Context: an optimization exercise on an open-source flow, tuned for small area and a short achievable clock period. The choices shown serve that exercise and are no tape-out recipe. Function was not checked in any run shown here: the RTL went through the layout flow alone.

## flow/design.v

```verilog
module MAC_25(
    input         sys_clk,
    input         sys_en,
    input         rst_n,
    input  [7:0]  data_in_a,
    input         sign_data_in_a,
    input  [7:0]  data_in_b,
    output [15:0] mul_output,
    output [24:0] mac_output
);
    wire [7:0] a = data_in_a;
    wire       t = sign_data_in_a;
    wire       bz = |data_in_b[6:0];
    wire [7:0] bp = {data_in_b[7] & bz, data_in_b[6:0]} ^ {8{t}};
    wire       sel1 = data_in_b[0];
    wire       sel2 = t & ~data_in_b[0];
    wire pp0_0 = (sel1 & a[0]);
    wire pp0_1 = (sel1 & a[1]) | (sel2 & a[0]);
    wire pp0_2 = (sel1 & a[2]) | (sel2 & a[1]);
    wire pp0_3 = (sel1 & a[3]) | (sel2 & a[2]);
    wire pp0_4 = (sel1 & a[4]) | (sel2 & a[3]);
    wire pp0_5 = (sel1 & a[5]) | (sel2 & a[4]);
    wire pp0_6 = (sel1 & a[6]) | (sel2 & a[5]);
    wire pp0_7 = (sel1 & a[7]) | (sel2 & a[6]);
    wire pp0_8 = (sel2 & a[7]);
    wire pp1_0 = a[0] & bp[1];
    wire pp1_1 = a[1] & bp[1];
    wire pp1_2 = a[2] & bp[1];
    wire pp1_3 = a[3] & bp[1];
    wire pp1_4 = a[4] & bp[1];
    wire pp1_5 = a[5] & bp[1];
    wire pp1_6 = a[6] & bp[1];
    wire pp1_7 = a[7] & bp[1];
    wire pp2_0 = a[0] & bp[2];
    wire pp2_1 = a[1] & bp[2];
    wire pp2_2 = a[2] & bp[2];
    wire pp2_3 = a[3] & bp[2];
    wire pp2_4 = a[4] & bp[2];
    wire pp2_5 = a[5] & bp[2];
    wire pp2_6 = a[6] & bp[2];
    wire pp2_7 = a[7] & bp[2];
    wire pp3_0 = a[0] & bp[3];
    wire pp3_1 = a[1] & bp[3];
    wire pp3_2 = a[2] & bp[3];
    wire pp3_3 = a[3] & bp[3];
    wire pp3_4 = a[4] & bp[3];
    wire pp3_5 = a[5] & bp[3];
    wire pp3_6 = a[6] & bp[3];
    wire pp3_7 = a[7] & bp[3];
    wire pp4_0 = a[0] & bp[4];
    wire pp4_1 = a[1] & bp[4];
    wire pp4_2 = a[2] & bp[4];
    wire pp4_3 = a[3] & bp[4];
    wire pp4_4 = a[4] & bp[4];
    wire pp4_5 = a[5] & bp[4];
    wire pp4_6 = a[6] & bp[4];
    wire pp4_7 = a[7] & bp[4];
    wire pp5_0 = a[0] & bp[5];
    wire pp5_1 = a[1] & bp[5];
    wire pp5_2 = a[2] & bp[5];
    wire pp5_3 = a[3] & bp[5];
    wire pp5_4 = a[4] & bp[5];
    wire pp5_5 = a[5] & bp[5];
    wire pp5_6 = a[6] & bp[5];
    wire pp5_7 = a[7] & bp[5];
    wire pp6_0 = a[0] & bp[6];
    wire pp6_1 = a[1] & bp[6];
    wire pp6_2 = a[2] & bp[6];
    wire pp6_3 = a[3] & bp[6];
    wire pp6_4 = a[4] & bp[6];
    wire pp6_5 = a[5] & bp[6];
    wire pp6_6 = a[6] & bp[6];
    wire pp6_7 = a[7] & bp[6];
    wire pp7_0 = ~(a[0] & bp[7]);
    wire pp7_1 = ~(a[1] & bp[7]);
    wire pp7_2 = ~(a[2] & bp[7]);
    wire pp7_3 = ~(a[3] & bp[7]);
    wire pp7_4 = ~(a[4] & bp[7]);
    wire pp7_5 = ~(a[5] & bp[7]);
    wire pp7_6 = ~(a[6] & bp[7]);
    wire pp7_7 = ~(a[7] & bp[7]);
    wire s1 = pp0_2 ^ pp1_1 ^ pp2_0;
    wire c2 = (pp0_2 & pp1_1) | (pp0_2 & pp2_0) | (pp1_1 & pp2_0);
    wire s3 = pp0_3 ^ pp1_2 ^ pp2_1;
    wire c4 = (pp0_3 & pp1_2) | (pp0_3 & pp2_1) | (pp1_2 & pp2_1);
    wire s5 = pp3_0 ^ c2 ^ s3;
    wire c6 = (pp3_0 & c2) | (pp3_0 & s3) | (c2 & s3);
    wire s7 = pp0_4 ^ pp1_3 ^ pp2_2;
    wire c8 = (pp0_4 & pp1_3) | (pp0_4 & pp2_2) | (pp1_3 & pp2_2);
    wire s9 = pp3_1 ^ pp4_0 ^ c4;
    wire c10 = (pp3_1 & pp4_0) | (pp3_1 & c4) | (pp4_0 & c4);
    wire s11 = s7 ^ c6 ^ s9;
    wire c12 = (s7 & c6) | (s7 & s9) | (c6 & s9);
    wire s13 = pp0_5 ^ pp1_4 ^ pp2_3;
    wire c14 = (pp0_5 & pp1_4) | (pp0_5 & pp2_3) | (pp1_4 & pp2_3);
    wire s15 = pp3_2 ^ pp4_1 ^ pp5_0;
    wire c16 = (pp3_2 & pp4_1) | (pp3_2 & pp5_0) | (pp4_1 & pp5_0);
    wire s17 = c8 ^ s13 ^ s15;
    wire c18 = (c8 & s13) | (c8 & s15) | (s13 & s15);
    wire s19 = c10 ^ s17 ^ c12;
    wire c20 = (c10 & s17) | (c10 & c12) | (s17 & c12);
    wire s21 = pp0_6 ^ pp1_5 ^ pp2_4;
    wire c22 = (pp0_6 & pp1_5) | (pp0_6 & pp2_4) | (pp1_5 & pp2_4);
    wire s23 = pp3_3 ^ pp4_2 ^ pp5_1;
    wire c24 = (pp3_3 & pp4_2) | (pp3_3 & pp5_1) | (pp4_2 & pp5_1);
    wire s25 = pp6_0 ^ c14 ^ c16;
    wire c26 = (pp6_0 & c14) | (pp6_0 & c16) | (c14 & c16);
    wire s27 = s21 ^ s23 ^ c18;
    wire c28 = (s21 & s23) | (s21 & c18) | (s23 & c18);
    wire s29 = s25 ^ s27 ^ c20;
    wire c30 = (s25 & s27) | (s25 & c20) | (s27 & c20);
    wire s31 = 1'b1 ^ pp0_7 ^ pp1_6;
    wire c32 = (1'b1 & pp0_7) | (1'b1 & pp1_6) | (pp0_7 & pp1_6);
    wire s33 = pp2_5 ^ pp3_4 ^ pp4_3;
    wire c34 = (pp2_5 & pp3_4) | (pp2_5 & pp4_3) | (pp3_4 & pp4_3);
    wire s35 = pp5_2 ^ pp6_1 ^ pp7_0;
    wire c36 = (pp5_2 & pp6_1) | (pp5_2 & pp7_0) | (pp6_1 & pp7_0);
    wire s37 = c22 ^ c24 ^ s31;
    wire c38 = (c22 & c24) | (c22 & s31) | (c24 & s31);
    wire s39 = s33 ^ c26 ^ s35;
    wire c40 = (s33 & c26) | (s33 & s35) | (c26 & s35);
    wire s41 = s37 ^ c28 ^ s39;
    wire c42 = (s37 & c28) | (s37 & s39) | (c28 & s39);
    wire s43 = pp0_8 ^ pp1_7 ^ pp2_6;
    wire c44 = (pp0_8 & pp1_7) | (pp0_8 & pp2_6) | (pp1_7 & pp2_6);
    wire s45 = pp3_5 ^ pp4_4 ^ pp5_3;
    wire c46 = (pp3_5 & pp4_4) | (pp3_5 & pp5_3) | (pp4_4 & pp5_3);
    wire s47 = pp6_2 ^ pp7_1 ^ c32;
    wire c48 = (pp6_2 & pp7_1) | (pp6_2 & c32) | (pp7_1 & c32);
    wire s49 = c34 ^ s43 ^ s45;
    wire c50 = (c34 & s43) | (c34 & s45) | (s43 & s45);
    wire s51 = c36 ^ c38 ^ s47;
    wire c52 = (c36 & c38) | (c36 & s47) | (c38 & s47);
    wire s53 = s49 ^ c40 ^ s51;
    wire c54 = (s49 & c40) | (s49 & s51) | (c40 & s51);
    wire s55 = pp2_7 ^ pp3_6 ^ pp4_5;
    wire c56 = (pp2_7 & pp3_6) | (pp2_7 & pp4_5) | (pp3_6 & pp4_5);
    wire s57 = pp5_4 ^ pp6_3 ^ pp7_2;
    wire c58 = (pp5_4 & pp6_3) | (pp5_4 & pp7_2) | (pp6_3 & pp7_2);
    wire s59 = c44 ^ c46 ^ s55;
    wire c60 = (c44 & c46) | (c44 & s55) | (c46 & s55);
    wire s61 = c48 ^ c50 ^ s57;
    wire c62 = (c48 & c50) | (c48 & s57) | (c50 & s57);
    wire s63 = s59 ^ c52 ^ s61;
    wire c64 = (s59 & c52) | (s59 & s61) | (c52 & s61);
    wire s65 = pp3_7 ^ pp4_6 ^ pp5_5;
    wire c66 = (pp3_7 & pp4_6) | (pp3_7 & pp5_5) | (pp4_6 & pp5_5);
    wire s67 = pp6_4 ^ pp7_3 ^ c56;
    wire c68 = (pp6_4 & pp7_3) | (pp6_4 & c56) | (pp7_3 & c56);
    wire s69 = s65 ^ c58 ^ c60;
    wire c70 = (s65 & c58) | (s65 & c60) | (c58 & c60);
    wire s71 = s67 ^ c62 ^ s69;
    wire c72 = (s67 & c62) | (s67 & s69) | (c62 & s69);
    wire s73 = pp4_7 ^ pp5_6 ^ pp6_5;
    wire c74 = (pp4_7 & pp5_6) | (pp4_7 & pp6_5) | (pp5_6 & pp6_5);
    wire s75 = pp7_4 ^ c66 ^ s73;
    wire c76 = (pp7_4 & c66) | (pp7_4 & s73) | (c66 & s73);
    wire s77 = c68 ^ s75 ^ c70;
    wire c78 = (c68 & s75) | (c68 & c70) | (s75 & c70);
    wire s79 = pp5_7 ^ pp6_6 ^ pp7_5;
    wire c80 = (pp5_7 & pp6_6) | (pp5_7 & pp7_5) | (pp6_6 & pp7_5);
    wire s81 = c74 ^ c76 ^ s79;
    wire c82 = (c74 & c76) | (c74 & s79) | (c76 & s79);
    wire s83 = pp6_7 ^ pp7_6 ^ c80;
    wire c84 = (pp6_7 & pp7_6) | (pp6_7 & c80) | (pp7_6 & c80);
    wire [15:0] ra = {1'b1, pp7_7, c82, s81, c72, c64, c54, c42, s41, s29, s19, s11, s5, s1, pp0_1, pp0_0};
    wire [15:0] rb = {1'b0, c84, s83, c78, s77, s71, s63, s53, c30, 1'b0, 1'b0, 1'b0, 1'b0, 1'b0, pp1_0, 1'b0};
    wire [15:0] prod;
    wire [15:0] g85 = ra & rb;
    wire [15:0] p86 = ra ^ rb;
    wire G87 = g85[1] | (p86[1] & g85[0]);
    wire P88 = p86[1] & p86[0];
    wire G89 = g85[3] | (p86[3] & g85[2]);
    wire P90 = p86[3] & p86[2];
    wire G91 = g85[5] | (p86[5] & g85[4]);
    wire P92 = p86[5] & p86[4];
    wire G93 = g85[7] | (p86[7] & g85[6]);
    wire P94 = p86[7] & p86[6];
    wire G95 = g85[9] | (p86[9] & g85[8]);
    wire P96 = p86[9] & p86[8];
    wire G97 = g85[11] | (p86[11] & g85[10]);
    wire P98 = p86[11] & p86[10];
    wire G99 = g85[13] | (p86[13] & g85[12]);
    wire P100 = p86[13] & p86[12];
    wire G101 = g85[15] | (p86[15] & g85[14]);
    wire P102 = p86[15] & p86[14];
    wire G103 = g85[2] | (p86[2] & G87);
    wire P104 = p86[2] & P88;
    wire G105 = G89 | (P90 & G87);
    wire P106 = P90 & P88;
    wire G107 = g85[6] | (p86[6] & G91);
    wire P108 = p86[6] & P92;
    wire G109 = G93 | (P94 & G91);
    wire P110 = P94 & P92;
    wire G111 = g85[10] | (p86[10] & G95);
    wire P112 = p86[10] & P96;
    wire G113 = G97 | (P98 & G95);
    wire P114 = P98 & P96;
    wire G115 = g85[14] | (p86[14] & G99);
    wire P116 = p86[14] & P100;
    wire G117 = G101 | (P102 & G99);
    wire P118 = P102 & P100;
    wire G119 = g85[4] | (p86[4] & G105);
    wire P120 = p86[4] & P106;
    wire G121 = G91 | (P92 & G105);
    wire P122 = P92 & P106;
    wire G123 = G107 | (P108 & G105);
    wire P124 = P108 & P106;
    wire G125 = G109 | (P110 & G105);
    wire P126 = P110 & P106;
    wire G127 = g85[12] | (p86[12] & G113);
    wire P128 = p86[12] & P114;
    wire G129 = G99 | (P100 & G113);
    wire P130 = P100 & P114;
    wire G131 = G115 | (P116 & G113);
    wire P132 = P116 & P114;
    wire G133 = G117 | (P118 & G113);
    wire P134 = P118 & P114;
    wire G135 = g85[8] | (p86[8] & G125);
    wire P136 = p86[8] & P126;
    wire G137 = G95 | (P96 & G125);
    wire P138 = P96 & P126;
    wire G139 = G111 | (P112 & G125);
    wire P140 = P112 & P126;
    wire G141 = G113 | (P114 & G125);
    wire P142 = P114 & P126;
    wire G143 = G127 | (P128 & G125);
    wire P144 = P128 & P126;
    wire G145 = G129 | (P130 & G125);
    wire P146 = P130 & P126;
    wire G147 = G131 | (P132 & G125);
    wire P148 = P132 & P126;
    wire G149 = G133 | (P134 & G125);
    wire P150 = P134 & P126;
    assign prod = p86 ^ {G147, G145, G143, G141, G139, G137, G135, G125, G123, G121, G119, G105, G103, G87, g85[0], 1'b0};
    assign mul_output = prod;
    reg  [24:0] acc;
    wire [15:0] pg = prod & {16{sys_en}};
    wire [24:0] acc_next;
    wire cy16;
    wire [15:0] lo_sum;
    wire [15:0] g151 = acc[15:0] & pg;
    wire [15:0] p152 = acc[15:0] ^ pg;
    wire G153 = g151[1] | (p152[1] & g151[0]);
    wire P154 = p152[1] & p152[0];
    wire G155 = g151[3] | (p152[3] & g151[2]);
    wire P156 = p152[3] & p152[2];
    wire G157 = g151[5] | (p152[5] & g151[4]);
    wire P158 = p152[5] & p152[4];
    wire G159 = g151[7] | (p152[7] & g151[6]);
    wire P160 = p152[7] & p152[6];
    wire G161 = g151[9] | (p152[9] & g151[8]);
    wire P162 = p152[9] & p152[8];
    wire G163 = g151[11] | (p152[11] & g151[10]);
    wire P164 = p152[11] & p152[10];
    wire G165 = g151[13] | (p152[13] & g151[12]);
    wire P166 = p152[13] & p152[12];
    wire G167 = g151[15] | (p152[15] & g151[14]);
    wire P168 = p152[15] & p152[14];
    wire G169 = g151[2] | (p152[2] & G153);
    wire P170 = p152[2] & P154;
    wire G171 = G155 | (P156 & G153);
    wire P172 = P156 & P154;
    wire G173 = g151[6] | (p152[6] & G157);
    wire P174 = p152[6] & P158;
    wire G175 = G159 | (P160 & G157);
    wire P176 = P160 & P158;
    wire G177 = g151[10] | (p152[10] & G161);
    wire P178 = p152[10] & P162;
    wire G179 = G163 | (P164 & G161);
    wire P180 = P164 & P162;
    wire G181 = g151[14] | (p152[14] & G165);
    wire P182 = p152[14] & P166;
    wire G183 = G167 | (P168 & G165);
    wire P184 = P168 & P166;
    wire G185 = g151[4] | (p152[4] & G171);
    wire P186 = p152[4] & P172;
    wire G187 = G157 | (P158 & G171);
    wire P188 = P158 & P172;
    wire G189 = G173 | (P174 & G171);
    wire P190 = P174 & P172;
    wire G191 = G175 | (P176 & G171);
    wire P192 = P176 & P172;
    wire G193 = g151[12] | (p152[12] & G179);
    wire P194 = p152[12] & P180;
    wire G195 = G165 | (P166 & G179);
    wire P196 = P166 & P180;
    wire G197 = G181 | (P182 & G179);
    wire P198 = P182 & P180;
    wire G199 = G183 | (P184 & G179);
    wire P200 = P184 & P180;
    wire G201 = g151[8] | (p152[8] & G191);
    wire P202 = p152[8] & P192;
    wire G203 = G161 | (P162 & G191);
    wire P204 = P162 & P192;
    wire G205 = G177 | (P178 & G191);
    wire P206 = P178 & P192;
    wire G207 = G179 | (P180 & G191);
    wire P208 = P180 & P192;
    wire G209 = G193 | (P194 & G191);
    wire P210 = P194 & P192;
    wire G211 = G195 | (P196 & G191);
    wire P212 = P196 & P192;
    wire G213 = G197 | (P198 & G191);
    wire P214 = P198 & P192;
    wire G215 = G199 | (P200 & G191);
    wire P216 = P200 & P192;
    assign lo_sum = p152 ^ {G213, G211, G209, G207, G205, G203, G201, G191, G189, G187, G185, G171, G169, G153, g151[0], 1'b0};
    assign cy16 = G215;
    assign acc_next[15:0] = lo_sum;
    wire inc = cy16 & ~pg[15];
    wire dec = pg[15] & ~cy16;
    wire [8:0] hi = acc[24:16];
    wire [8:0] ones, zeros;
    assign ones[0] = 1'b1;
    assign zeros[0] = 1'b1;
    assign ones[1] = ones[0] & hi[0];
    assign zeros[1] = zeros[0] & ~hi[0];
    assign ones[2] = ones[1] & hi[1];
    assign zeros[2] = zeros[1] & ~hi[1];
    assign ones[3] = ones[2] & hi[2];
    assign zeros[3] = zeros[2] & ~hi[2];
    assign ones[4] = ones[3] & hi[3];
    assign zeros[4] = zeros[3] & ~hi[3];
    assign ones[5] = ones[4] & hi[4];
    assign zeros[5] = zeros[4] & ~hi[4];
    assign ones[6] = ones[5] & hi[5];
    assign zeros[6] = zeros[5] & ~hi[5];
    assign ones[7] = ones[6] & hi[6];
    assign zeros[7] = zeros[6] & ~hi[6];
    assign ones[8] = ones[7] & hi[7];
    assign zeros[8] = zeros[7] & ~hi[7];
    assign acc_next[24:16] = hi ^ (({9{inc}} & ones) | ({9{dec}} & zeros));
    always @(posedge sys_clk or negedge rst_n) begin
        if (!rst_n)
            acc <= 25'd0;
        else
            acc <= acc_next;
    end
    assign mac_output = acc;
endmodule
```

## flow/run.sh

```bash
#!/bin/bash
# synth_recipe.tcl (not shown) runs the flow's synth.tcl, then flattens the netlist and writes it again
# the make line also repeats each setting of config.mk as NAME=value (left out here)
make -C /OpenROAD-flow-scripts/flow DESIGN_CONFIG=/design/flow/config.mk WORK_HOME=/design/flow/orfs CLKGATE_MAP_FILE= SYNTH_SCRIPT=/design/flow/synth_recipe.tcl finish
```

## flow/config.mk

```make
export PLATFORM = sky130hd
export DESIGN_NAME = MAC_25
export DESIGN_NICKNAME = MAC_25
export VERILOG_FILES = /design/flow/design.v
export SDC_FILE = /design/flow/constraint.sdc
export NUM_CORES = 4
export LEC_CHECK = 0
export CAP_MARGIN = 20
export CORE_MARGIN = 2
export CORE_UTILIZATION = 40
export SETUP_SLACK_MARGIN = 3
export SLEW_MARGIN = 20
```

## flow/constraint.sdc

```tcl
create_clock -name core_clock -period 12.0 [get_ports {sys_clk}]
set_input_delay 2.4000 -clock core_clock [delete_from_list [all_inputs] [get_ports {sys_clk}]]
set_output_delay 2.4000 -clock core_clock [all_outputs]
set_load 0.01 [all_outputs]
```

==> results.yml, run 1 <==
run_status:
  status: "complete, no violations"
critical_path:
  critPathMaxFanout: 4
  worst-r2r-setup-slack_ns: 8.35
  cp.arrival_ns: 6.75
  worst_setup_path_end_kind: "primary output"
  reg2regPathDepth: 16
  worst_ep_required_time_ns: 9.60
  startpoint_type: "input pin"
  crit_chain: "buf_6 -> or4_4 -> o41ai_4 -> xnor2_2 -> and2_4 -> fa_1 -> inv_1 -> fa_1 -> fa_1 -> ha_4 -> a21o_1 -> a21oi_2 -> o21ai_4 -> buf_4 -> a21oi_4 -> xnor2_2 -> buf_4 -> buf_4 -> buf_6"
  path_class: "in -> out"
  worst_path_max_delay_cell: "fa_1"
  critPathMaxStageDelay_ns: 0.63
logic_synthesis:
  yosysTopAreaCell: "fa_1"
  synth-seq-cells: 25
  synth_edf_count: 0
  netlist_area_um2: 3410
  syn_area_per_cell_um2: 9.43
  async_flop_share: 1.00
  synthTopCellsByCount: "inv_1, fa_1, nand2_1"
  yosysWarnings: 1
  yosysMostFrequentCell: "inv_1"
  yosys.area.top_type_share: 0.270
  ys_top_cells_by_area: "fa_1, dfrtp_1, ha_1, and2_1, xor2_1"
  seq_area_frac_synth: 0.183
  yosysUniqueCellTypes: 41
  syn_inst: 362
  synth_fp_nets: 458
  synthFlopType: "dfrtp_1"
worst_hold_path:
  hold-path-cell-count: 1
  worstHoldPathType: "reg -> reg"
drt:
  avgRoutedWirePerCell_um: 14.6
  vias_per_cell: 4.86
  first_pass_iters: 4
  drt_iter0_drc: 73
  drcViolationCount: 0
  ant_nets: 0
  wl_um: 8350
  vias: 2790
cells_and_area:
  syn2layout_area_growth_pct: 48.5
  final_layout_size_suffix_gt1_frac: 0.292
  utilization: 0.614
  reg_top3: "acc: 25 flops"
  max_flop_register: "acc"
  largest_register_ffs: 25
  nNetsFinal: 566
  antenna_cells: 0
timing:
  fin_tns_setup_ns: 0
  drv_slew: 0
  clock_skew_ns: 0.00700
  setup_viol_count_final: 0
  hold_viol_final: 0
  fin_ws_ns: 2.85
  worst_pin_slew_ns: 0.723
  relSlewSlack: 0.516
  rsz0062_at_grt: "yes"
  finalCritPeriodShare: 0.763
  fmax_mhz: 109
  period_minus_slack_ns: 9.15
clocking:
  clkSinkCount: 25
  clockBufferDepth: 2
  cts_buffers: 3
  cts-htree-levels: 1
  cts_tree: "done"
  clk_pin_slew_ns: 0.10
  clk_latency_ns: 0.28
  cts_root_buf: "clkbuf_8"
global_route:
  grt_first_pass_wirelength_um: 13100
  grt_usage: 0.179
  grt_max_degree: 26
  grt-ovfl-total: 0
  grt_pass1_vias: 2765
  antenna_found_initial: 0
place:
  port_buffers: 60
  pre_cts_slack_ns: 1.74
  dpl.hpwl_um: 5950
  gp_congestion: 0.826
floorplan:
  die_area_um2: 9290
  start_util: 0.413
  row_count: 33
  die_h_um: 96.4
  dieWidth_um: 96.4
  ioPinCount: 61
  core_area_um2: 8260
job:
  cap_violations: 0
==> path summary, 6_finish.rpt <==
path	end	from
min in group asynchronous	acc[1]	rst_n
worst max register to register	acc[24]	acc[0]
worst max-delay path	mul_output[11]	data_in_b[6]
worst min register to register	acc[24]	acc[24]
worst min-delay path	acc[24]	acc[24]
max in group asynchronous	acc[9]	rst_n
==> cell type report <==
class | instances | area (um2)
Clock buffer | 3 | 41.3
Clock inverter | 1 | 7.51
Fill cell | 711 | 3190
Inverter | 47 | 176
Multi-Input combinational cell | 280 | 3050
Sequential cell | 25 | 626
Tap cell | 105 | 131
Timing Repair Buffer | 113 | 1040
==> per-layer routing <==
layer	vias to the layer above	track usage	routed length, um
met5	-	0	0
met4	0	0.0469	132
met3	9	0.0102	224
met2	58	0.310	4350
met1	1353	0.245	3650
li1	1370	-	-
==> critical path, delay by kind of cell <==
| family | cells | cell delay [ns] |
|---|---|---|
| adder cells (fa/ha/maj) | 4 | 1.80 |
| AO/OA/AOI/OAI | 5 | 0.89 |
| XOR/XNOR | 2 | 0.31 |
| AND/OR/NAND/NOR | 2 | 0.74 |
| buffers and inverters | 6 | 0.60 |
==> stage by stage <==
stage | instances | cell area (um2) | hold slack [ns]
3_3_place_gp | 518 | 4220 | 0.459
2_1_floorplan | 362 | 3540 | 0.504
3_5_place_dp | 518 | 4220 | 0.475
6_report | 574 | 5070 | 0.490
4_1_cts | 556 | 4710 | 0.486
5_1_grt | 574 | 5070 | 0.527
==> cells by family (layout without fill, tap and decap cells) <==
group / after synthesis / after routing / share of synthesized area
DFF: 25 / 25 / 0.183
and+or+nand+nor: 123 / 123 / 0.189
AOI/OAI and AO/OA: 43 / 43 / 0.0836
xor gates and xnor gates: 36 / 36 / 0.0924
buffers and inverters: 57 / 164 / 0.0660
adders and majority gates: 76 / 76 / 0.380
muxes: 2 / 2 / 0.00587
==> layout by cell type, fill, tap and decap left out, types with 3 or more instances in the layout <==
| cell type | n |
|---|---|
| a22o_1 | 3 |
| a31oi_1 | 3 |
| and2_4 | 8 |
| ha_1 | 19 |
| and2_1 | 33 |
| xnor2_2 | 5 |
| buf_6 | 23 |
| a21oi_2 | 4 |
| nand2_1 | 38 |
| clkdlybuf4s50_1 | 38 |
| and3_1 | 4 |
| fa_2 | 5 |
| a21o_1 | 8 |
| inv_1 | 46 |
| clkbuf_2 | 3 |
| xnor2_1 | 10 |
| dlygate4sd2_1 | 6 |
| fa_1 | 41 |
| dfrtp_1 | 25 |
| xor2_1 | 15 |
| nor2_1 | 9 |
| nand3_1 | 6 |
| nand2_2 | 3 |
| a21oi_1 | 6 |
| xor2_4 | 5 |
| ha_4 | 10 |
| buf_4 | 38 |
| nand2b_1 | 3 |
| nor2b_1 | 3 |
| clkbuf_8 | 3 |
==> repair_timing <==
action,CTS,global route
endpoints found under the setup margin,19,14
pin swaps,38,42
setup buffers,34,18
hold buffers,0,0
resized for setup,103,56
==> run 2, diff against run 1 <==
--- a/flow/design.v
+++ b/flow/design.v
@@ -107,8 +107,8 @@
     wire c26 = (pp6_0 & c14) | (pp6_0 & c16) | (c14 & c16);
     wire s27 = s21 ^ s23 ^ c18;
     wire c28 = (s21 & s23) | (s21 & c18) | (s23 & c18);
-    wire s29 = s25 ^ s27 ^ c20;
-    wire c30 = (s25 & s27) | (s25 & c20) | (s27 & c20);
+    wire s29 = s25 ^ s27;
+    wire c30 = s25 & s27;
     wire s31 = 1'b1 ^ pp0_7 ^ pp1_6;
     wire c32 = (1'b1 & pp0_7) | (1'b1 & pp1_6) | (pp0_7 & pp1_6);
     wire s33 = pp2_5 ^ pp3_4 ^ pp4_3;
@@ -163,8 +163,8 @@
     wire c82 = (c74 & c76) | (c74 & s79) | (c76 & s79);
     wire s83 = pp6_7 ^ pp7_6 ^ c80;
     wire c84 = (pp6_7 & pp7_6) | (pp6_7 & c80) | (pp7_6 & c80);
-    wire [15:0] ra = {1'b1, pp7_7, c82, s81, c72, c64, c54, c42, s41, s29, s19, s11, s5, s1, pp0_1, pp0_0};
-    wire [15:0] rb = {1'b0, c84, s83, c78, s77, s71, s63, s53, c30, 1'b0, 1'b0, 1'b0, 1'b0, 1'b0, pp1_0, 1'b0};
+    wire [15:0] ra = {1'b1, pp7_7, c82, s81, c72, c64, c54, c42, c30, c20, s19, s11, s5, s1, pp0_1, pp0_0};
+    wire [15:0] rb = {1'b0, c84, s83, c78, s77, s71, s63, s53, s41, s29, 1'b0, 1'b0, 1'b0, 1'b0, pp1_0, 1'b0};
     wire [15:0] prod;
     wire [15:0] g85 = ra & rb;
     wire [15:0] p86 = ra ^ rb;
==> results.yml, run 2 <==
run_status:
  status: "complete, no violations"
logic_synthesis:
  yosysWarnings: 1
  netlist_area_um2: 3520
  synthTopCellsByCount: "and2_1, fa_1, inv_1"
  yosysMostFrequentCell: "and2_1"
  synth_edf_count: 0
  seq_area_frac_synth: 0.178
  yosysUniqueCellTypes: 50
  synth-seq-cells: 25
  yosysTopAreaCell: "fa_1"
  syn_area_per_cell_um2: 9.89
  synthFlopType: "dfrtp_1"
  ys_top_cells_by_area: "fa_1, dfrtp_1, ha_1, and2_1, xor2_1"
  yosys.area.top_type_share: 0.256
  synth_fp_nets: 453
  syn_inst: 356
  async_flop_share: 1.00
place:
  place_area_um2: 4310
  gp_congestion: 0.822
  dpl.hpwl_um: 6100
  port_buffers: 60
cells_and_area:
  final_common_cell: "and2_1"
  nNetsFinal: 541
  seq_area_um2: 626
  multi_input_area_um2: 3000
  largest_register_ffs: 25
  final_layout_size_suffix_gt1_frac: 0.219
  fin_area_um2: 4750
  nFillCells: 774
  syn2layout_area_growth_pct: 35.0
  max_flop_register: "acc"
  reg_top3: "acc: 25 flops"
  most-common-layout-cells: "and2_1, inv_1, fa_1, clkdlybuf4s50_1, buf_4"
  antenna_cells: 0
timing:
  whs_ns: 0.479
  fin_tns_setup_ns: 0
  clock_skew_ns: 0.00334
  hold_viol_final: 0
  finalCritPeriodShare: 0.759
  rsz0062_at_grt: "yes"
  fmax_mhz: 110
  worst_pin_slew_ns: 0.691
  period_minus_slack_ns: 9.11
  setup_viol_count_final: 0
  drv_slew: 0
  relSlewSlack: 0.538
clocking:
  cts_buffers: 3
  cts_root_buf: "clkbuf_8"
  cts-htree-levels: 1
  clk_latency_ns: 0.26
  clockBufferDepth: 2
  clkSinkCount: 25
  hold_buffers: 0
  cts_tree: "done"
  clk_pin_slew_ns: 0.09
floorplan:
  dieWidth_um: 97.8
  ioPinCount: 61
  core_area_um2: 8640
  row_count: 34
  die_area_um2: 9570
  start_util: 0.408
  die_h_um: 97.8
global_route:
  grt_max_degree: 26
  antenna_found_initial: 0
  grt_first_pass_wirelength_um: 13200
  grt_pass1_vias: 2899
  grt-ovfl-total: 0
  grt_usage: 0.165
critical_path:
  worst_setup_path_end_kind: "primary output"
  path_class: "in -> out"
  cp_num_buf_inv: 3
  worst_ep_required_time_ns: 9.60
  cp.arrival_ns: 6.71
  critPathMaxFanout: 4
  critPathMaxStageDelay_ns: 0.54
  crit_chain: "buf_6 -> or4_4 -> o41ai_4 -> xnor2_4 -> and2_4 -> fa_1 -> inv_1 -> fa_1 -> fa_1 -> ha_4 -> a21o_1 -> a21o_1 -> a21oi_4 -> o21ai_4 -> o311ai_4 -> nor2b_1 -> buf_2"
  cp_top_family: "adder cells"
  cp_common_cell: "fa_1"
  worst_path_max_delay_cell: "or4_4"
  startpoint_type: "input pin"
worst_hold_path:
  worstHoldPathType: "reg -> reg"
drt:
  avgRoutedWirePerCell_um: 13.8
  vias: 2755
  wl_um: 7620
  first_pass_iters: 4
  drcViolationCount: 0
  ant_nets: 0
  drt_iter0_drc: 79
  vias_per_cell: 5.00
job:
  cap_violations: 0
-- run 2: path summary, 6_finish.rpt --
path                         startpoint              to  slack [ns]  cells past startpoint
min in group asynchronous         rst_n          acc[2]        2.50                      2
max reg2reg                      acc[0]         acc[24]        8.45                     16
max in group asynchronous         rst_n         acc[19]        9.25                      2
max                        data_in_b[6]  mul_output[15]        2.89                     17
min                             acc[24]         acc[24]        0.48                      1
min reg2reg                     acc[24]         acc[24]        0.48                      1
-- run 2: area by class of cell --
type | instances | share of cell area
Clock buffer | 4 | 0.00948
Multi-Input combinational cell | 285 | 0.632
Timing Repair Buffer | 90 | 0.168
Tap cell | 108 | 0.0284
Inverter | 39 | 0.0308
Sequential cell | 25 | 0.132
-- run 2: through the flow --
step	utilization	std cells	setup slack, ns
final	0.550	551	2.89
after global routing	0.550	551	2.66
after CTS	0.535	546	2.80
after detailed placement	0.500	518	1.82
after global placement	0.500	518	1.92
after floorplan	-	356	2.84
-- run 2: timing repair --
item                       4_1_cts  5_1_grt
pin swaps                       23       19
setup endpoints to repair       17       11
resized for setup               74       23
setup buffers                   24        5
-- run 2: logic make-up (layout without fill, tap and decap cells) --
| kind of cell | after synthesis | after routing | share of synthesized area |
|---|---|---|---|
| buf+inv | 46 | 133 | 0.0501 |
| flops | 25 | 25 | 0.178 |
| xor+xnor | 34 | 34 | 0.0846 |
| compound gates | 52 | 52 | 0.110 |
| mux | 1 | 1 | 0.00284 |
| fa+ha+maj | 77 | 77 | 0.370 |
| simple gates | 121 | 121 | 0.205 |
-- run 2: layer usage --
layer	GRT usage	wire length, um	part of all wire
met3	0.00859	163	0.021
met2	0.299	3870	0.51
met1	0.215	3500	0.46
met5	0	0	0
met4	0.0449	88	0.012
==> run 3, diff against run 2 <==
--- a/flow/config.mk
+++ b/flow/config.mk
@@ -5,6 +5,7 @@
 export SDC_FILE = /design/flow/constraint.sdc
 export NUM_CORES = 4
 export LEC_CHECK = 0
+export ABC_CLOCK_PERIOD_IN_PS = 2500
 export CAP_MARGIN = 20
 export CORE_MARGIN = 2
 export CORE_UTILIZATION = 40
==> results.yml, run 3 <==
cells_and_area:
  reg_top3: "acc: 25 flops"
  fin_cells: 551
  max_flop_register: "acc"
  largest_register_ffs: 25
  antenna_cells: 0
  fin_area_um2: 4750
  final_layout_size_suffix_gt1_frac: 0.219
  most-common-layout-cells: "and2_1, inv_1, fa_1, clkdlybuf4s50_1, buf_4"
  nNetsFinal: 541
  syn2layout_area_growth_pct: 35.0
  final_common_cell: "and2_1"
logic_synthesis:
  synthTopCellsByCount: "and2_1, fa_1, inv_1"
  syn_area_per_cell_um2: 9.89
  synth_edf_count: 0
  yosysUniqueCellTypes: 50
  netlist_area_um2: 3520
  ys_top_cells_by_area: "fa_1, dfrtp_1, ha_1, and2_1, xor2_1"
  synth-seq-cells: 25
  seq_area_frac_synth: 0.178
  yosysWarnings: 1
  synth_fp_nets: 453
  syn_inst: 356
  yosysTopAreaCell: "fa_1"
  yosys.area.top_type_share: 0.256
  async_flop_share: 1.00
  synthFlopType: "dfrtp_1"
  yosysMostFrequentCell: "and2_1"
critical_path:
  worst_ep_required_time_ns: 9.60
  path_class: "in -> out"
  reg2regPathDepth: 16
  critPathMaxFanout: 4
  cp.arrival_ns: 6.71
  startpoint_type: "input pin"
  worst-r2r-setup-slack_ns: 8.45
  worst_setup_path_end_kind: "primary output"
  timing.rr.start: "acc[0]"
  regToRegEndpoint: "acc[24]"
clocking:
  cts-htree-levels: 1
  cts_buffers: 3
  clockBufferDepth: 2
  hold_buffers: 0
  cts_root_buf: "clkbuf_8"
  clk_latency_ns: 0.26
  cts_tree: "done"
  clk_pin_slew_ns: 0.09
  clkSinkCount: 25
place:
  dpl.hpwl_um: 6100
  place_area_um2: 4310
  pre_cts_slack_ns: 1.82
  port_buffers: 60
  placed_cells: 518
  gp_congestion: 0.822
timing:
  relSlewSlack: 0.538
  rsz0062_at_grt: "yes"
  finalCritPeriodShare: 0.759
  fin_tns_setup_ns: 0
  fmax_mhz: 110
  setup_viol_count_final: 0
  whs_ns: 0.479
  fin_ws_ns: 2.89
  worst_pin_slew_ns: 0.691
  period_minus_slack_ns: 9.11
  clock_skew_ns: 0.00334
  drv_slew: 0
  hold_viol_final: 0
global_route:
  antenna_found_initial: 0
  grt_first_pass_wirelength_um: 13200
  grt_max_degree: 26
  grt-ovfl-total: 0
  grt_usage: 0.165
  grt_pass1_vias: 2899
floorplan:
  start_util: 0.408
  die_area_um2: 9570
  die_h_um: 97.8
  row_count: 34
  ioPinCount: 61
  dieWidth_um: 97.8
  core_area_um2: 8640
worst_hold_path:
  min_to: "acc[24]"
  worstHoldPathType: "reg -> reg"
  hp-start: "acc[24]"
  hold-path-cell-count: 1
drt:
  vias: 2755
  wl_um: 7620
  avgRoutedWirePerCell_um: 13.8
  drcViolationCount: 0
  first_pass_iters: 4
  drt_iter0_drc: 79
  vias_per_cell: 5.00
  ant_nets: 0
run_status:
  status: "complete, no violations"
job:
  cap_violations: 0
run 3: cell counts in the layout (fill, tap and decap cells not counted):
Identical to the previous run, type by type.
run 3: per-layer routing:
layer | vias up | GRT usage | part of all wire
met5 | - | 0 | 0
met4 | 0 | 0.0449 | 0.012
met3 | 6 | 0.00859 | 0.021
li1 | 1352 | - | -
met1 | 1348 | 0.215 | 0.46
met2 | 49 | 0.299 | 0.51
run 3: kinds of logic (layout without fill, tap and decap cells):
| family | after synthesis | in the layout | share of synthesized area |
|---|---|---|---|
| buffers and inverters | 46 | 133 | 0.0501 |
| multiplexers | 1 | 1 | 0.00284 |
| adder cells (fa/ha/maj) | 77 | 77 | 0.370 |
| AND/OR/NAND/NOR | 121 | 121 | 0.205 |
| AO/OA/AOI/OAI | 52 | 52 | 0.110 |
| flip-flops | 25 | 25 | 0.178 |
| XOR/XNOR | 34 | 34 | 0.0846 |
run 3: what timing repair did:
item,in CTS,in global routing
setup endpoints to repair,17,11
setup buffers,24,5
hold endpoints to repair,0,0
resized for setup,74,23
pin swaps,23,19
run 3: worst max-delay path by stage:
stage                         startpoint              to  slack [ns]  cells after the start
after floorplan             data_in_b[6]         acc[24]        2.84                     27
after global placement    sign_data_in_a         acc[24]        1.92                     25
after detailed placement  sign_data_in_a         acc[24]        1.82                     25
after CTS                   data_in_b[3]  mul_output[15]        2.80                     17
after global routing        data_in_b[6]         acc[24]        2.66                     28
final                       data_in_b[6]  mul_output[15]        2.89                     17
run 3: area by class of cell:
type	instances	area, um2
multi-input combinational	285	3000
inverter	39	146
clock buffer	4	45.0
timing repair buffer	90	798
tap	108	135
sequential	25	626
fill	774	3880
run 3: worst max-delay path, cell delays in order:
cell and delay, ns:
buf_6 0.09, or4_4 0.54, o41ai_4 0.42, xnor2_4 0.15, and2_4 0.16, fa_1 0.48
inv_1 0.06, fa_1 0.45, fa_1 0.54, ha_4 0.22, a21o_1 0.17, a21o_1 0.19
a21oi_4 0.21, o21ai_4 0.11, o311ai_4 0.23, nor2b_1 0.16, buf_2 0.14
run 3: per-stage QoR:
step	util
2_1_floorplan	-
3_3_place_gp	0.500
3_5_place_dp	0.500
4_1_cts	0.535
5_1_grt	0.550
6_report	0.550
==> run 4, diff against run 3 <==
--- a/flow/config.mk
+++ b/flow/config.mk
@@ -5,7 +5,7 @@
 export SDC_FILE = /design/flow/constraint.sdc
 export NUM_CORES = 4
 export LEC_CHECK = 0
-export ABC_CLOCK_PERIOD_IN_PS = 2500
+export ABC_CLOCK_PERIOD_IN_PS = 5000
 export CAP_MARGIN = 20
 export CORE_MARGIN = 2
 export CORE_UTILIZATION = 40
==> results.yml, run 4 <==
drt:
  drt_iter0_drc: 79
  wl_met2_um: 3870
  avgRoutedWirePerCell_um: 13.8
  first_pass_iters: 4
  wl_um: 7620
  vias_per_cell: 5.00
  highest_layer: "met4"
  m1WireLength_um: 3500
  drcViolationCount: 0
  ant_nets: 0
  vias: 2755
  wl_met3_um: 163
cells_and_area:
  final_layout_size_suffix_gt1_frac: 0.219
  max_flop_register: "acc"
  multi_input_area_um2: 3000
  seq_area_um2: 626
  nFillCells: 774
  nNetsFinal: 541
  reg_top3: "acc: 25 flops"
  final_common_cell: "and2_1"
  most-common-layout-cells: "and2_1, inv_1, fa_1, clkdlybuf4s50_1, buf_4"
  fin_cells: 551
  antenna_cells: 0
  fin_area_um2: 4750
  syn2layout_area_growth_pct: 35.0
  largest_register_ffs: 25
  utilization: 0.550
place:
  port_buffers: 60
  place_area_um2: 4310
  placed_cells: 518
  gp_congestion: 0.822
  dpl.hpwl_um: 6100
logic_synthesis:
  syn_area_per_cell_um2: 9.89
  yosysUniqueCellTypes: 50
  yosysMostFrequentCell: "and2_1"
  netlist_area_um2: 3520
  async_flop_share: 1.00
  yosysWarnings: 1
  synth-seq-cells: 25
  synthFlopType: "dfrtp_1"
  synth_fp_nets: 453
  synthTopCellsByCount: "and2_1, fa_1, inv_1"
  syn_inst: 356
  seq_area_frac_synth: 0.178
  ys_top_cells_by_area: "fa_1, dfrtp_1, ha_1, and2_1, xor2_1"
  yosysTopAreaCell: "fa_1"
  synth_edf_count: 0
  yosys.area.top_type_share: 0.256
floorplan:
  die_area_um2: 9570
  ioPinCount: 61
  core_area_um2: 8640
  die_h_um: 97.8
  dieWidth_um: 97.8
  start_util: 0.408
  row_count: 34
clocking:
  cts_buffers: 3
  cts_root_buf: "clkbuf_8"
  cts-htree-levels: 1
  cts_tree: "done"
  clockBufferDepth: 2
  clkSinkCount: 25
  clk_pin_slew_ns: 0.09
  clk_latency_ns: 0.26
  hold_buffers: 0
timing:
  setup_viol_count_final: 0
  drv_slew: 0
  finalCritPeriodShare: 0.759
  rsz0062_at_grt: "yes"
  whs_ns: 0.479
  worst_pin_slew_ns: 0.691
  clock_skew_ns: 0.00334
  fin_tns_setup_ns: 0
  fmax_mhz: 110
  relSlewSlack: 0.538
  hold_viol_final: 0
  period_minus_slack_ns: 9.11
job:
  cap_violations: 0
global_route:
  antenna_found_initial: 0
  grt-ovfl-total: 0
  grt_first_pass_wirelength_um: 13200
  grt_max_degree: 26
  grt_usage: 0.165
  grt_pass1_vias: 2899
critical_path:
  worst_ep_required_time_ns: 9.60
  worst-r2r-setup-slack_ns: 8.45
  critPathMaxFanout: 4
  timing.rr.start: "acc[0]"
  path_class: "in -> out"
  reg2regPathDepth: 16
  startpoint_type: "input pin"
  worst_setup_path_end_kind: "primary output"
  regToRegEndpoint: "acc[24]"
  cp.arrival_ns: 6.71
worst_hold_path:
  hp-start: "acc[24]"
  hold-path-cell-count: 1
  worstHoldPathType: "reg -> reg"
  min_to: "acc[24]"
run_status:
  status: "complete, no violations"
-- run 4: cell counts in the layout (fill, tap and decap cells not counted) --
Identical to the previous run, type by type.
-- run 4: worst max-delay path, cell delays in order --
cell and delay (ns):
buf_6 0.09, or4_4 0.54, o41ai_4 0.42, xnor2_4 0.15, and2_4 0.16, fa_1 0.48, inv_1 0.06, fa_1 0.45
fa_1 0.54, ha_4 0.22, a21o_1 0.17, a21o_1 0.19, a21oi_4 0.21, o21ai_4 0.11, o311ai_4 0.23, nor2b_1 0.16
buf_2 0.14
-- run 4: stage by stage --
stage          setup WS, ns
2_1_floorplan          2.84
3_3_place_gp           1.92
3_5_place_dp           1.82
4_1_cts                2.80
5_1_grt                2.66
6_report               2.89
-- run 4: timing repair --
action                     CTS  global route
buffers inserted            24             5
resized for setup           74            23
setup endpoints to repair   17            11
pin swaps                   23            19
-- run 4: logic make-up (layout without fill, tap and decap cells) --
group	Yosys count	after routing	synth area share
compound gates	52	52	0.110
fa+ha+maj	77	77	0.370
flops	25	25	0.178
simple gates	121	121	0.205
mux	1	1	0.00284
xor+xnor	34	34	0.0846
buf+inv	46	133	0.0501
-- run 4: area by class of cell --
type | instances | share of cell area
flip-flops and latches | 25 | 0.132
multi-input cells | 285 | 0.632
inverters | 39 | 0.0308
well taps | 108 | 0.0284
clock buffers | 4 | 0.00948
repair buffers | 90 | 0.168
-- run 4: how the worst max path moves through the flow --
stage / to / slack, ns / startpoint / cells after the start
after floorplan: acc[24] / 2.84 / data_in_b[6] / 27
after global placement: acc[24] / 1.92 / sign_data_in_a / 25
after detailed placement: acc[24] / 1.82 / sign_data_in_a / 25
after CTS: mul_output[15] / 2.80 / data_in_b[3] / 17
after global routing: acc[24] / 2.66 / data_in_b[6] / 28
final: mul_output[15] / 2.89 / data_in_b[6] / 17
-- run 4: routing by layer --
| layer | vias up | global-route usage |
|---|---|---|
| met5 | - | 0 |
| met4 | 0 | 0.0449 |
| met3 | 6 | 0.00859 |
| met2 | 49 | 0.299 |
| met1 | 1348 | 0.215 |
| li1 | 1352 | - |
==> run 5, diff against run 4 <==
==> flow/config.mk (replaced) <==
export PLATFORM = sky130hd
export DESIGN_NAME = MAC_25
export DESIGN_NICKNAME = MAC_25
export VERILOG_FILES = /design/flow/design.v
export SDC_FILE = /design/flow/constraint.sdc
export NUM_CORES = 4
export LEC_CHECK = 0
export CAP_MARGIN = 20
export CORE_MARGIN = 2
export CORE_UTILIZATION = 40
export SETUP_SLACK_MARGIN = 2
export SLEW_MARGIN = 20
==> results.yml, run 5 <==
floorplan:
  ioPinCount: 61
  die_area_um2: 9570
  core_area_um2: 8640
  row_count: 34
  start_util: 0.408
  die_h_um: 97.8
  dieWidth_um: 97.8
logic_synthesis:
  yosys.area.top_type_share: 0.256
  yosysUniqueCellTypes: 50
  synth-compound-area-share: 0.110
  muxShareOfSynthArea: 0.00284
  synth_top_family_by_area: "adder cells"
  synth_xor_area_frac: 0.0846
  syn_area_per_cell_um2: 9.89
  seq_area_frac_synth: 0.178
  synth-adder-area-share: 0.370
  yosysTopAreaCell: "fa_1"
  synthFlopType: "dfrtp_1"
  async_flop_share: 1.00
  synthTopCellsByCount: "and2_1, fa_1, inv_1"
  syn_inst: 356
  ys_top_cells_by_area: "fa_1, dfrtp_1, ha_1, and2_1, xor2_1"
  synth-seq-cells: 25
  netlist_area_um2: 3520
  synth_simple_gate_area_share: 0.205
  synth_edf_count: 0
  yosysWarnings: 1
  yosysMostFrequentCell: "and2_1"
  synth_fp_nets: 453
cells_and_area:
  max_flop_register: "acc"
  largest_register_ffs: 25
  nFillCells: 822
  antenna_cells: 0
  most-common-layout-cells: "clkdlybuf4s50_1, and2_1, fa_1, inv_1, ha_1"
  syn2layout_area_growth_pct: 23.8
  reg_top3: "acc: 25 flops"
  nNetsFinal: 515
  final_layout_size_suffix_gt1_frac: 0.0600
  final_common_cell: "clkdlybuf4s50_1"
timing:
  drv_slew: 0
  hold_viol_final: 0
  period_minus_slack_ns: 9.84
  worst_pin_slew_ns: 0.649
  setup_viol_count_final: 0
  finalCritPeriodShare: 0.820
  fmax_mhz: 102
  clock_skew_ns: 0.0113
  whs_ns: 0.495
  relSlewSlack: 0.566
  fin_tns_setup_ns: 0
  rsz0062_at_grt: "yes"
drt:
  vias_per_cell: 5.18
  ant_nets: 0
  drt_iter0_drc: 80
  avgRoutedWirePerCell_um: 14.1
  wl_um: 7420
  vias: 2720
  first_pass_iters: 4
  drcViolationCount: 0
clocking:
  hold_buffers: 0
  clockBufferDepth: 2
  cts_root_buf: "clkbuf_8"
  cts-htree-levels: 1
  clkSinkCount: 25
  cts_buffers: 3
  clk_latency_ns: 0.27
  clk_pin_slew_ns: 0.09
  cts_tree: "done"
critical_path:
  path_class: "in -> out"
  timing.rr.start: "acc[0]"
  critPathMaxFanout: 8
  regToRegEndpoint: "acc[24]"
  worst_setup_path_end_kind: "primary output"
  worst-r2r-setup-slack_ns: 8.38
  worst_ep_required_time_ns: 9.60
  startpoint_type: "input pin"
  cp.arrival_ns: 7.44
  reg2regPathDepth: 16
worst_hold_path:
  worstHoldPathType: "reg -> reg"
  hp-start: "acc[24]"
  min_to: "acc[24]"
  hold-path-cell-count: 1
job:
  cap_violations: 0
place:
  port_buffers: 60
  gp_congestion: 0.808
  dpl.hpwl_um: 6220
global_route:
  grt-ovfl-total: 0
  grt_usage: 0.162
  grt_first_pass_wirelength_um: 13000
  antenna_found_initial: 0
  grt_max_degree: 26
  grt_pass1_vias: 2777
run_status:
  status: "complete, no violations"
-- run 5: per-stage QoR --
stage	worst slack [ns]	instance area, um2	utilization	cells
global placement	1.84	4230	0.490	518
detailed placement	1.76	4230	0.490	518
global route	1.88	4360	0.504	525
floorplan	2.71	3520	-	356
CTS	2.03	4330	0.502	524
finish	2.16	4360	0.504	525
-- run 5: layout make-up --
type / instances / area, um2 / share of cell area
multi-input combinational: 285 / 2770 / 0.636
clock inverter: 1 / 5.00 / 0.00115
tap: 108 / 135 / 0.0310
inverter: 39 / 146 / 0.0336
sequential: 25 / 626 / 0.144
timing repair buffer: 64 / 633 / 0.145
clock buffer: 3 / 41.3 / 0.00948
-- run 5: metal layers --
metal	part of all wire	wire [um]	track usage	vias up
met1	0.47	3500	0.245	1362
li1	-	-	-	1299
met2	0.49	3610	0.258	55
met4	0.0040	30	0.0160	0
met3	0.037	274	0.0222	4
met5	0	0	0	-
-- run 5: critical path, cell delays in order --
cell             delay, ns
clkdlybuf4s50_1       0.54
xor2_1                0.48
and2_1                0.23
fa_1                  0.45
fa_1                  0.45
fa_1                  0.43
fa_1                  0.44
ha_1                  0.32
a41o_2                0.23
a21oi_4               0.11
fa_1                  0.44
xnor2_1               0.29
clkdlybuf4s50_1       0.60
-- run 5: how the worst max path moves through the flow --
stage | from | endpoint | slack, ns | cells after the start
floorplan | data_in_b[3] | acc[24] | 2.71 | 27
global placement | sign_data_in_a | mul_output[15] | 1.84 | 17
detailed placement | data_in_b[3] | mul_output[15] | 1.76 | 17
CTS | data_in_b[3] | mul_output[14] | 2.03 | 16
global route | data_in_b[3] | acc[24] | 1.88 | 28
finish | data_in_b[1] | mul_output[9] | 2.16 | 13
-- run 5: logic make-up (layout without fill, tap and decap cells) --
family	Yosys count	count (layout)
xor gates and xnor gates	34	34
adders and majority gates	77	77
DFF	25	25
AOI/OAI and AO/OA	52	52
muxes	1	1
and+or+nand+nor	121	121
buffers and inverters	46	107
-- run 5: timing repair --
item                                    in CTS  in global routing
endpoints found under the setup margin       5                 12
resized for setup                            7                  4
setup buffers                                2                  1
pin swaps                                    4                  2
==> run 6, diff against run 5 <==
==> flow/flow/run.sh (new file) <==
#!/bin/bash
set -euo pipefail
bash standard.sh "BUFFER_PORTS_ARGS=-buffer_cell sky130_fd_sc_hd__buf_1" finish > standard.log 2>&1
==> flow/standard.sh (new file) <==
#!/bin/bash
# synth_recipe.tcl (not shown) runs the flow's synth.tcl, then flattens the netlist and writes it again
# the make line also repeats each setting of config.mk as NAME=value (left out here)
make -C /OpenROAD-flow-scripts/flow DESIGN_CONFIG=/design/flow/config.mk WORK_HOME=/design/flow/orfs CLKGATE_MAP_FILE= SYNTH_SCRIPT=/design/flow/synth_recipe.tcl "${@:-finish}"
--- a/flow/config.mk
+++ b/flow/config.mk
@@ -8,5 +8,5 @@
 export CAP_MARGIN = 20
 export CORE_MARGIN = 2
 export CORE_UTILIZATION = 40
-export SETUP_SLACK_MARGIN = 2
+export SETUP_SLACK_MARGIN = 3
 export SLEW_MARGIN = 20
removed: flow/run.sh
==> results.yml, run 6 <==
timing:
  relSlewSlack: 0.642
  period_minus_slack_ns: 9.17
  fin_tns_setup_ns: 0
  rsz0062_at_grt: "yes"
  whs_ns: 0.477
  setup_viol_count_final: 0
  worst_pin_slew_ns: 0.537
  drv_slew: 0
  finalCritPeriodShare: 0.764
  hold_viol_final: 0
  fmax_mhz: 109
  clock_skew_ns: 0.00568
logic_synthesis:
  netlist_area_um2: 3520
  syn_area_per_cell_um2: 9.89
  yosysUniqueCellTypes: 50
  synth_simple_gate_area_share: 0.205
  async_flop_share: 1.00
  ys_top_cells_by_area: "fa_1, dfrtp_1, ha_1, and2_1, xor2_1"
  synth_fp_nets: 453
  yosysMostFrequentCell: "and2_1"
  synth_xor_area_frac: 0.0846
  muxShareOfSynthArea: 0.00284
  syn_inst: 356
  synthTopCellsByCount: "and2_1, fa_1, inv_1"
  synth-seq-cells: 25
  synth-adder-area-share: 0.370
  yosys.area.top_type_share: 0.256
  synth_top_family_by_area: "adder cells"
  synthFlopType: "dfrtp_1"
  yosysWarnings: 1
  synth_edf_count: 0
  synth-compound-area-share: 0.110
  seq_area_frac_synth: 0.178
  yosysTopAreaCell: "fa_1"
place:
  dpl.hpwl_um: 6190
  gp_congestion: 0.827
  port_buffers: 60
clocking:
  cts_root_buf: "clkbuf_8"
  cts_tree: "done"
  cts_buffers: 3
  clk_pin_slew_ns: 0.09
  clk_latency_ns: 0.27
  clockBufferDepth: 2
  clkSinkCount: 25
  cts-htree-levels: 1
job:
  cap_violations: 0
critical_path:
  worst_setup_path_end_kind: "primary output"
  path_class: "in -> out"
  startpoint_type: "input pin"
  worst_ep_required_time_ns: 9.60
  cp.arrival_ns: 6.77
  critPathMaxFanout: 5
global_route:
  antenna_found_initial: 0
  grt-ovfl-total: 0
  grt_max_degree: 26
  grt_usage: 0.161
  grt_first_pass_wirelength_um: 12900
  grt_pass1_vias: 2829
drt:
  wl_um: 7460
  ant_nets: 0
  vias_per_cell: 5.02
  drcViolationCount: 0
  drt_iter0_drc: 64
  vias: 2692
  first_pass_iters: 4
  avgRoutedWirePerCell_um: 13.9
cells_and_area:
  max_flop_register: "acc"
  syn2layout_area_growth_pct: 24.2
  final_layout_size_suffix_gt1_frac: 0.189
  largest_register_ffs: 25
  utilization: 0.506
  most-common-layout-cells: "buf_1, and2_1, fa_1, inv_1, dfrtp_1"
  final_common_cell: "buf_1"
  antenna_cells: 0
  nNetsFinal: 526
  reg_top3: "acc: 25 flops"
floorplan:
  die_area_um2: 9570
  core_area_um2: 8640
  die_h_um: 97.8
  row_count: 34
  ioPinCount: 61
  start_util: 0.408
  dieWidth_um: 97.8
worst_hold_path:
  worstHoldPathType: "reg -> reg"
run_status:
  status: "complete, no violations"
-- run 6: cell types whose count changed in the layout (fill, tap and decap cells not counted), moves of 4 or more --
cell,change
and2_1,-5
and2_4,+5
buf_1,+52
buf_4,+11
clkdlybuf4s50_1,-56
fa_1,-4
fa_2,+4
ha_1,-8
ha_4,+5
xor2_1,-5
xor2_4,+4
-- run 6: layout make-up --
type,count,area (um2)
fillers,839,4260
repair buffers,75,367
inverters,39,146
flip-flops and latches,25,626
clock buffers,4,45.0
well taps,108,135
multi-input cells,285,3050
-- run 6: worst paths after layout --
check                        startpoint  slack, ns              to  cells after the start
max                        data_in_b[6]       2.83  mul_output[15]                     17
min                             acc[24]       0.48         acc[24]                      1
max reg2reg                      acc[0]       8.45         acc[24]                     16
min reg2reg                     acc[24]       0.48         acc[24]                      1
max in group asynchronous         rst_n       9.66         acc[23]                      2
min in group asynchronous         rst_n       2.10          acc[3]                      2
-- run 6: what timing repair did --
item / CTS / global route
setup endpoints to repair: 13 / 10
hold buffers: 0 / 0
gates resized for setup: 22 / 31
endpoints found under the hold margin: 0 / 0
pin swaps: 8 / 19
setup buffers: 8 / 6
-- run 6: logic make-up after synthesis --
kind of cell,after synthesis
fa+ha+maj,77
compound gates,52
buf+inv,46
mux,1
flops,25
simple gates,121
xor+xnor,34
-- run 6: metrics by stage --
stage          worst slack [ns]  instances  cell area (um2)
2_1_floorplan              2.84        356             3600
4_1_cts                    2.92        530             4180
5_1_grt                    2.64        536             4370
3_5_place_dp               2.13        518             3940
6_report                   2.83        536             4370
3_3_place_gp               2.24        518             3940
-- run 6: critical path: stages --
cell and delay, ns:
buf_6 0.09, or4_4 0.53, o41ai_4 0.42, xnor2_4 0.15, and2_4 0.16, fa_1 0.49
inv_2 0.04, fa_1 0.47, fa_1 0.55, ha_4 0.21, a21o_1 0.17, a21o_1 0.19
a21oi_4 0.24, o21ai_4 0.12, o311ai_4 0.24, nor2b_1 0.16, buf_2 0.14
-- run 6: metal layers --
layer  vias up  share of wire  track usage
met5         -              0            0
met3        10          0.035      0.00931
met4         0          0.018       0.0470
met2        57           0.50        0.286
li1       1319              -            -
met1      1306           0.45        0.215
==> run 7, diff against run 6 <==
==> flow/run.sh (new file) <==
#!/bin/bash
# synth_recipe.tcl (not shown) runs the flow's synth.tcl, then flattens the netlist and writes it again
# the make line also repeats each setting of config.mk as NAME=value (left out here)
make -C /OpenROAD-flow-scripts/flow DESIGN_CONFIG=/design/flow/config.mk WORK_HOME=/design/flow/orfs CLKGATE_MAP_FILE= SYNTH_SCRIPT=/design/flow/synth_recipe.tcl finish
--- a/flow/config.mk
+++ b/flow/config.mk
@@ -8,5 +8,5 @@
 export CAP_MARGIN = 20
 export CORE_MARGIN = 2
 export CORE_UTILIZATION = 40
-export SETUP_SLACK_MARGIN = 3
+export SETUP_SLACK_MARGIN = 2.5
 export SLEW_MARGIN = 20
removed: flow/flow/run.sh
removed: flow/standard.sh
==> results.yml, run 7 <==
critical_path:
  cp_common_cell: "fa_1"
  crit_chain: "dlygate4sd2_1 -> or4_4 -> o41ai_4 -> xnor2_2 -> and2_4 -> fa_1 -> inv_1 -> fa_1 -> fa_1 -> ha_4 -> a21o_1 -> a21o_1 -> a21oi_4 -> nor2_2 -> nor4_4 -> dlygate4sd2_1"
  critPathMaxStageDelay_ns: 0.57
  cp_num_buf_inv: 3
  path_class: "in -> out"
  worst_path_max_delay_cell: "fa_1"
  worst-r2r-setup-slack_ns: 8.42
  cp.arrival_ns: 6.96
  worst_ep_required_time_ns: 9.60
  startpoint_type: "input pin"
  cp_top_family: "adder cells"
  worst_setup_path_end_kind: "primary output"
  critPathMaxFanout: 5
logic_synthesis:
  ys_top_cells_by_area: "fa_1, dfrtp_1, ha_1, and2_1, xor2_1"
  async_flop_share: 1.00
  synthFlopType: "dfrtp_1"
  netlist_area_um2: 3520
  syn_area_per_cell_um2: 9.89
  yosysUniqueCellTypes: 50
  synth-seq-cells: 25
  seq_area_frac_synth: 0.178
  synthTopCellsByCount: "and2_1, fa_1, inv_1"
  yosys.area.top_type_share: 0.256
  yosysWarnings: 1
  yosysMostFrequentCell: "and2_1"
  yosysTopAreaCell: "fa_1"
  synth_edf_count: 0
  synth_fp_nets: 453
  syn_inst: 356
cells_and_area:
  reg_top3: "acc: 25 flops"
  final_layout_size_suffix_gt1_frac: 0.119
  final_common_cell: "and2_1"
  syn2layout_area_growth_pct: 29.1
  nNetsFinal: 519
  antenna_cells: 0
  most-common-layout-cells: "and2_1, fa_1, clkdlybuf4s50_1, inv_1, ha_1"
  max_flop_register: "acc"
  largest_register_ffs: 25
  fin_cells: 529
run_status:
  status: "complete, no violations"
global_route:
  grt_first_pass_wirelength_um: 13300
  grt_pass1_vias: 2804
  grt-ovfl-total: 0
  antenna_found_initial: 0
  gr-usage-met1: 0.250
  met2_usage: 0.266
  grt_usage: 0.166
  top_usage_layer: "met2"
  grt_max_degree: 26
  use_met3: 0.0222
timing:
  drv_slew: 0
  whs_ns: 0.495
  period_minus_slack_ns: 9.36
  fin_tns_setup_ns: 0
  fmax_mhz: 107
  relSlewSlack: 0.658
  setup_viol_count_final: 0
  clock_skew_ns: 0.0111
  hold_viol_final: 0
  worst_pin_slew_ns: 0.512
  finalCritPeriodShare: 0.780
  rsz0062_at_grt: "yes"
clocking:
  cts_buffers: 3
  cts_root_buf: "clkbuf_8"
  hold_buffers: 0
  clk_pin_slew_ns: 0.09
  cts_tree: "done"
  clockBufferDepth: 2
  cts-htree-levels: 1
  clk_latency_ns: 0.27
  clkSinkCount: 25
place:
  placed_cells: 518
  port_buffers: 60
  dpl.hpwl_um: 6220
  gp_congestion: 0.808
floorplan:
  die_h_um: 97.8
  die_area_um2: 9570
  dieWidth_um: 97.8
  row_count: 34
  ioPinCount: 61
  start_util: 0.408
  core_area_um2: 8640
drt:
  drcViolationCount: 0
  first_pass_iters: 4
  avgRoutedWirePerCell_um: 14.5
  vias_per_cell: 5.19
  drt_iter0_drc: 124
  ant_nets: 0
  vias: 2743
  wl_um: 7690
job:
  cap_violations: 0
worst_hold_path:
  worstHoldPathType: "reg -> reg"
run 7: cells by family (layout without fill, tap and decap cells):
| kind of cell | after synthesis | in the layout | synth area share |
|---|---|---|---|
| fa+ha+maj | 77 | 77 | 0.370 |
| buf+inv | 46 | 111 | 0.0501 |
| compound gates | 52 | 52 | 0.110 |
| simple gates | 121 | 121 | 0.205 |
| xor+xnor | 34 | 34 | 0.0846 |
| flops | 25 | 25 | 0.178 |
| mux | 1 | 1 | 0.00284 |
run 7: repair_timing:
item	in CTS	in global routing
buffers inserted	5	2
endpoints found under the setup margin	13	12
gates resized for setup	30	29
pin swaps	7	11
run 7: final timing paths:
| check | startpoint | to | cells past startpoint |
|---|---|---|---|
| worst max register to register | acc[0] | acc[24] | 16 |
| min in group asynchronous | rst_n | acc[8] | 2 |
| max in group asynchronous | rst_n | acc[19] | 2 |
| worst min register to register | acc[24] | acc[24] | 1 |
| worst max-delay path | data_in_b[3] | mul_output[14] | 16 |
| worst min-delay path | acc[24] | acc[24] | 1 |
run 7: routing by layer:
metal  routed length [um]  part of all wire
met1                 3520              0.46
met2                 3830              0.50
met3                  316             0.041
met4                   22            0.0029
met5                    0                 0
run 7: stage by stage:
| step | utilization | cell area (um2) | setup WS (ns) |
|---|---|---|---|
| floorplan | - | 3520 | 2.71 |
| global placement | 0.490 | 4230 | 1.84 |
| detailed placement | 0.490 | 4230 | 1.76 |
| CTS | 0.511 | 4410 | 2.40 |
| global route | 0.526 | 4540 | 2.45 |
| finish | 0.526 | 4540 | 2.64 |
run 7: final cells by class:
class / count / area [um2]
Fill cell: 810 / 4090
Multi-Input combinational cell: 285 / 2940
Timing Repair Buffer: 68 / 654
Sequential cell: 25 / 626
Inverter: 39 / 146
Tap cell: 108 / 135
Clock buffer: 3 / 41.3
Clock inverter: 1 / 5.00

## static timing again, ports no longer ideal
No port has a modelled driver above. Below, the same layouts with a new extraction and two added sets of constraints. Step 1 assumes that a clkbuf_16 drives the clock port and a buf_2 every other input. Step 2 also shifts input and output timing later by t, the mid clock arrival at the registers, as if the neighbouring blocks saw the same clock. Slacks: ideal / step 1 / step 2; pairs: ideal / step 1.
run | shift t [ns] | setup slack, ns | worst setup path after step 2 | latest minus earliest clock arrival (ns) | cell pins on the clock port's net
run 1 | 0.300 | 2.846 / 2.815 / 2.613 | input to register | 0.007 / 0.007 | 1
run 2 | 0.291 | 2.888 / 2.857 / 2.695 | input to register | 0.003 / 0.003 | 1
run 3 | 0.291 | 2.888 / 2.857 / 2.695 | input to register | 0.003 / 0.003 | 1
run 4 | 0.291 | 2.888 / 2.857 / 2.695 | input to register | 0.003 / 0.003 | 1
run 5 | 0.288 | 2.160 / 2.136 / 1.989 | input to register | 0.011 / 0.012 | 1
run 6 | 0.299 | 2.830 / 2.797 / 2.680 | input to register | 0.006 / 0.006 | 1
run 7 | 0.288 | 2.639 / 2.623 / 2.446 | input to register | 0.011 / 0.012 | 1
After both steps every run listed still meets setup and hold. The setup slack of run 1, which loses most, moves by -0.031 ns with the drivers and by -0.233 ns with both steps.
